Source: an optimization exercise on an open RTL-to-GDS flow (aim: small area). Production flows keep margins and buffers that such runs may drop. Where RTL was checked, it was by simulation tests only, not by an equivalence proof against the original.

==> inputs of wip/maple <==
Design cordic_rotation_top, start of the top module:
module cordic_rotation_top(
    input clk, input nreset, input enable,
    input signed [15:0] x_vec_in, input signed [15:0] y_vec_in,
    input [19:0] target_angle,
    output wire signed [15:0] x_vec_out, output wire signed [15:0] y_vec_out,
    output reg done);
make LEC_CHECK=0 ABC_AREA=1 CAP_MARGIN=20 CORE_MARGIN=2 CORE_UTILIZATION=55 CTS_CLUSTER_DIAMETER=100 CTS_CLUSTER_SIZE=30 GPL_TIMING_DRIVEN=0 PLACE_DENSITY=0.75 SLEW_MARGIN=20 finish   # period 6.0 ns
run.sh (not shown) runs the stock make flow with config.mk's settings and CLKGATE_MAP_FILE= SYNTH_SCRIPT=/design/flow/synth_recipe.tcl, a recipe that flattens the netlist after the stock synthesis.
==> wip/umber (differences from wip/maple) <==
--- a/flow/design.v
+++ b/flow/design.v
@@ -1505,19 +1505,21 @@
     reg [15:0] y14_p8;
     reg [0:0] dd14_p8;
     wire [1:0] x15_op;
     wire [2:0] x15_la;
     wire [2:0] x15_lb;
+    wire [2:0] x15_lo_p;
     wire [3:0] x15_lo_c;
     wire [2:0] x15_lo;
     wire [13:0] x15_hi;
     wire [13:0] x15_u;
     wire [13:0] x15_ta;
     wire [15:0] x15;
     wire [1:0] y15_op;
     wire [2:0] y15_la;
     wire [2:0] y15_lb;
+    wire [2:0] y15_lo_p;
     wire [3:0] y15_lo_c;
     wire [2:0] y15_lo;
     wire [13:0] y15_hi;
     wire [13:0] y15_u;
     wire [13:0] y15_ta;
@@ -3620,16 +3622,18 @@
     assign y14_hi = y13[15:3] ^ y14_ta;
     assign y14 = {y14_hi,y14_lo[2:0]};
     assign x15_op = y14_p8[15:14] ^ {2{~dd14_p8}};
     assign x15_la = {1'b0,x14_p8[1:0]};
     assign x15_lb = {1'b0,x15_op};
+    assign x15_lo_p = x15_la ^ x15_lb;
     assign x15_lo_c[0] = ~dd14_p8;
-    genvar x15_lo_i;
-    for (x15_lo_i=0;x15_lo_i<3;x15_lo_i=x15_lo_i+1) begin : x15_lo_g
-        assign x15_lo[x15_lo_i] = x15_la[x15_lo_i] ^ x15_lb[x15_lo_i] ^ x15_lo_c[x15_lo_i];
-        assign x15_lo_c[x15_lo_i+1] = (x15_la[x15_lo_i] & x15_lb[x15_lo_i]) | (x15_la[x15_lo_i] & x15_lo_c[x15_lo_i]) | (x15_lb[x15_lo_i] & x15_lo_c[x15_lo_i]);
-    end
+    assign x15_lo_c[1] = x15_lo_p[0] ? x15_lo_c[0] : x15_la[0];
+    assign x15_lo[0] = x15_lo_p[0] ^ x15_lo_c[0];
+    assign x15_lo_c[2] = x15_lo_p[1] ? x15_lo_c[1] : x15_la[1];
+    assign x15_lo[1] = x15_lo_p[1] ^ x15_lo_c[1];
+    assign x15_lo_c[3] = x15_lo_p[2] ? x15_lo_c[2] : x15_la[2];
+    assign x15_lo[2] = x15_lo_p[2] ^ x15_lo_c[2];
     assign x15_u = x14_p8[15:2] ^ {14{x15_op[1]}};
     assign x15_ta[0] = x15_op[1] ^ x15_lo[2];
     assign x15_ta[1] = x15_ta[0] & x15_u[0];
     assign x15_ta[2] = x15_ta[1] & x15_u[1];
     assign x15_ta[3] = x15_ta[2] & x15_u[2];
@@ -3646,16 +3650,18 @@
     assign x15_hi = x14_p8[15:2] ^ x15_ta;
     assign x15 = {x15_hi,x15_lo[1:0]};
     assign y15_op = x14_p8[15:14] ^ {2{dd14_p8}};
     assign y15_la = {1'b0,y14_p8[1:0]};
     assign y15_lb = {1'b0,y15_op};
+    assign y15_lo_p = y15_la ^ y15_lb;
     assign y15_lo_c[0] = dd14_p8;
-    genvar y15_lo_i;
-    for (y15_lo_i=0;y15_lo_i<3;y15_lo_i=y15_lo_i+1) begin : y15_lo_g
-        assign y15_lo[y15_lo_i] = y15_la[y15_lo_i] ^ y15_lb[y15_lo_i] ^ y15_lo_c[y15_lo_i];
-        assign y15_lo_c[y15_lo_i+1] = (y15_la[y15_lo_i] & y15_lb[y15_lo_i]) | (y15_la[y15_lo_i] & y15_lo_c[y15_lo_i]) | (y15_lb[y15_lo_i] & y15_lo_c[y15_lo_i]);
-    end
+    assign y15_lo_c[1] = y15_lo_p[0] ? y15_lo_c[0] : y15_la[0];
+    assign y15_lo[0] = y15_lo_p[0] ^ y15_lo_c[0];
+    assign y15_lo_c[2] = y15_lo_p[1] ? y15_lo_c[1] : y15_la[1];
+    assign y15_lo[1] = y15_lo_p[1] ^ y15_lo_c[1];
+    assign y15_lo_c[3] = y15_lo_p[2] ? y15_lo_c[2] : y15_la[2];
+    assign y15_lo[2] = y15_lo_p[2] ^ y15_lo_c[2];
     assign y15_u = y14_p8[15:2] ^ {14{y15_op[1]}};
     assign y15_ta[0] = y15_op[1] ^ y15_lo[2];
     assign y15_ta[1] = y15_ta[0] & y15_u[0];
     assign y15_ta[2] = y15_ta[1] & y15_u[1];
     assign y15_ta[3] = y15_ta[2] & y15_u[2];
--- a/flow/config.mk
+++ b/flow/config.mk
@@ -6,11 +6,11 @@
 export NUM_CORES = 4
 export LEC_CHECK = 0
 export ABC_AREA = 1
 export CAP_MARGIN = 20
 export CORE_MARGIN = 2
-export CORE_UTILIZATION = 55
+export CORE_UTILIZATION = 40
 export CTS_CLUSTER_DIAMETER = 100
-export CTS_CLUSTER_SIZE = 30
+export CTS_CLUSTER_SIZE = 34
 export GPL_TIMING_DRIVEN = 0
-export PLACE_DENSITY = 0.75
+export PLACE_DENSITY = 0.6
 export SLEW_MARGIN = 20
==> comparison table <==
Status: wip/maple finished clean; wip/umber finished clean
Met3 GRT Util: wip/maple 2.055%; wip/umber 1.359%
Actual transition at the worst max-transition pin: wip/maple 0.9231 ns; wip/umber 0.9181 ns
Routability congestion estimate from global placement: wip/maple 0.8712; wip/umber 0.8286
Non-clk buf share: wip/maple 3.847%; wip/umber 3.869%
Total Routing Usage GR: wip/maple 20.79%; wip/umber 15.54%
Well-Tap Cells: wip/maple 748; wip/umber 1030
Synthesized net count: wip/maple 4335; wip/umber 4357
WL final: wip/maple 59760 um; wip/umber 59940 um
Share of Yosys cell area claimed by the top area cell type: wip/maple 23.98%; wip/umber 23.87%
Number of non-clock inverters: wip/maple 575; wip/umber 593
Core footprint: wip/maple 55090 um2; wip/umber 76080 um2
Buffers excl. clock: wip/maple 146; wip/umber 149
Die extent in x: wip/maple 240.0 um; wip/umber 281.4 um
Data arrival, critical path: wip/maple 6.07 ns; wip/umber 6.23 ns
Post-CTS Setup Repair Bufs: wip/maple 4; wip/umber 8
Multiplexer area fraction after synthesis: wip/maple 0.2572%; wip/umber 0.2479%
The RTL of wip/maple was laid out without a check of its function.

========
==> lagoon: inputs <==
cordic_rotation_top, a different RTL version from the one above (not shown whole).
clock: 6.0 ns
lec_check: 0
abc_area: 1
cap_margin: 20
core_margin: 2
core_utilization: 60
cts_buf_list: sky130_fd_sc_hd__clkbuf_4 sky130_fd_sc_hd__clkbuf_8
place_density: 0.7
slew_margin: 20
==> indigo: changes against lagoon <==
--- a/flow/design.v
+++ b/flow/design.v
@@ -173,28 +173,28 @@
     wire [15:0] ysh14;
     wire [15:0] xsh14;
     wire [15:0] yop14;
     wire [15:0] xop14;
     wire [15:0] x15;
     wire [15:0] y15;
+    reg [15:0] x15_p9;
     wire [23:0] mxa;
     wire [23:0] mxb;
     wire [23:0] mx5;
     wire [23:0] mxc;
     wire [23:0] mxd;
     wire [23:0] mx155;
     wire [15:0] mxo;
-    reg [15:0] mxo_p9;
+    reg [15:0] y15_p9;
     wire [23:0] mya;
     wire [23:0] myb;
     wire [23:0] my5;
     wire [23:0] myc;
     wire [23:0] myd;
     wire [23:0] my155;
     wire [15:0] myo;
-    reg [15:0] myo_p9;
     reg [8:0] vld;
     assign t_ge4 = $signed(target_angle) >= $signed(20'h04000);
     assign t_geC = $signed(target_angle) >= $signed(20'h0C000);
     assign t_le4 = $signed(target_angle) <= -$signed(20'h04000);
     assign t_leC = $signed(target_angle) <= -$signed(20'h0C000);
     assign negv = (t_ge4 & ~t_geC) | (t_le4 & ~t_leC);
@@ -323,28 +323,28 @@
     assign ysh14 = $signed(y14_p8) >>> 14;
     assign xsh14 = $signed(x14_p8) >>> 14;
     assign yop14 = ysh14 ^ {16{~dd14_p8}};
     assign xop14 = xsh14 ^ {16{dd14_p8}};
     assign x15 = x14_p8 + yop14 + {15'd0,~dd14_p8};
     assign y15 = y14_p8 + xop14 + {15'd0,dd14_p8};
-    assign mxa = {{8{x15[15]}},x15};
-    assign mxb = {{6{x15[15]}},x15,2'b00};
+    assign mxa = {{8{x15_p9[15]}},x15_p9};
+    assign mxb = {{6{x15_p9[15]}},x15_p9,2'b00};
     assign mx5 = mxa + mxb + {23'd0,1'b0};
     assign mxc = {mx5[18:0],5'b0};
     assign mxd = ~mx5;
     assign mx155 = mxc + mxd + {23'd0,1'b1};
     assign mxo = mx155[23:8];
-    assign mya = {{8{y15[15]}},y15};
-    assign myb = {{6{y15[15]}},y15,2'b00};
+    assign mya = {{8{y15_p9[15]}},y15_p9};
+    assign myb = {{6{y15_p9[15]}},y15_p9,2'b00};
     assign my5 = mya + myb + {23'd0,1'b0};
     assign myc = {my5[18:0],5'b0};
     assign myd = ~my5;
     assign my155 = myc + myd + {23'd0,1'b1};
     assign myo = my155[23:8];
-    assign x_vec_out = mxo_p9;
-    assign y_vec_out = myo_p9;
+    assign x_vec_out = mxo;
+    assign y_vec_out = myo;
     always @(posedge clk) begin
         q2_p1 <= q2;
         q4_p2 <= q4;
         q6_p3 <= q6;
         q8_p4 <= q8;
         q10_p5 <= q10;
@@ -378,14 +378,14 @@
         y12_p7 <= y12;
         dd12_p7 <= dd12;
         dd13_p7 <= dd13;
         x14_p8 <= x14;
         y14_p8 <= y14;
         dd14_p8 <= dd14;
-        mxo_p9 <= mxo;
-        myo_p9 <= myo;
+        x15_p9 <= x15;
+        y15_p9 <= y15;
     end
     always @(posedge clk) begin
         vld[0] <= nreset & enable;
         vld[1] <= nreset & vld[0];
         vld[2] <= nreset & vld[1];
         vld[3] <= nreset & vld[2];
- CORE_UTILIZATION: 60 -> 40
- CTS_BUF_LIST: sky130_fd_sc_hd__clkbuf_4 sky130_fd_sc_hd__clkbuf_8 -> default
- PLACE_DENSITY: 0.7 -> 0.6
==> comparison table <==
metric	indigo	lagoon
Count of cells resized by post-cts repair	107	3
Depth of the most critical reg-to-reg path	38	37
Critical Path Start	y15_p9[2]	dd14_p8
Clock network area share	3.72%	4.00%
Post-route setup slack	-0.0818 ns	0.275 ns
Critical path buffer and inverter count	4	9
Non-clock buffer area fraction after layout	4.20%	3.76%
Post-Syn Instances	4,548	4,440
R2R Path End	x14_p8[14]	mxo_p9[14]
Area share of the largest cell type after synthesis	20.7%	21.0%
Delay contributed by the slowest stage of the critical path	0.36 ns	0.39 ns
Syn nets	5,210	5,102
Final period utilization	101%	95.4%
Fraction of final layout cells sized beyond drive strength 1	7.74%	7.03%
Setup slack at placement	-0.333 ns	-0.234 ns
Element type at the critical path end	primary output	register
Violation count after the first detailed-route iteration	809	1,000
Non-clock inverters	701	662
Multi-input combinational cell count	3,417	3,378
Detailed route wirelength on metal3	1670 µm	2190 µm
Portion of netlist area occupied by mux cells	0.0599%	0.0574%
Outcome	failed layout checks	timing/DRC/antenna clean
Layout check failures	setup timing	-
Flop-to-flop setup slack	0.44 ns	0.28 ns
Function not checked in indigo: the RTL went through the layout flow alone.

## static timing again, ports no longer ideal
The flow's constraints put no driver on any port. The routed layouts listed below were extracted and timed again, unchanged, in two steps. Step 1 (the two cells are an assumption about what drives the block):
set clk [get_ports {clk}]
set_driving_cell -lib_cell sky130_fd_sc_hd__clkbuf_16 $clk
set_driving_cell -lib_cell sky130_fd_sc_hd__buf_2 [delete_from_list [all_inputs] $clk]
Step 2, shift: input delay + t, output delay - t, t = (earliest + latest rising clock arrival at the registers) / 2. This alone moves slack from input paths to output paths. a / b / c = ideal / step 1 / step 2; a / b = the first two.
| run | t, ns | setup slack, ns | worst setup path at the end | worst slew at a driven data input, ns |
|---|---|---|---|---|
| wip/maple | 0.609 | 0.328 / 0.340 / -0.250 | input to register | 0.06 |
| wip/umber | 0.635 | 0.224 / 0.249 / -0.387 | input to register | 0.07 |
| lagoon | 0.703 | 0.275 / 0.275 / 0.061 | input to register | 0.04 |
| indigo | 0.643 | -0.082 / -0.142 / 0.088 | input to register | 0.05 |
Met with ideal ports but missed after step 2: setup timing in wip/maple and wip/umber. For wip/umber, which loses most, drivers alone change the setup slack by +0.025 ns; drivers and shift together by -0.611 ns.
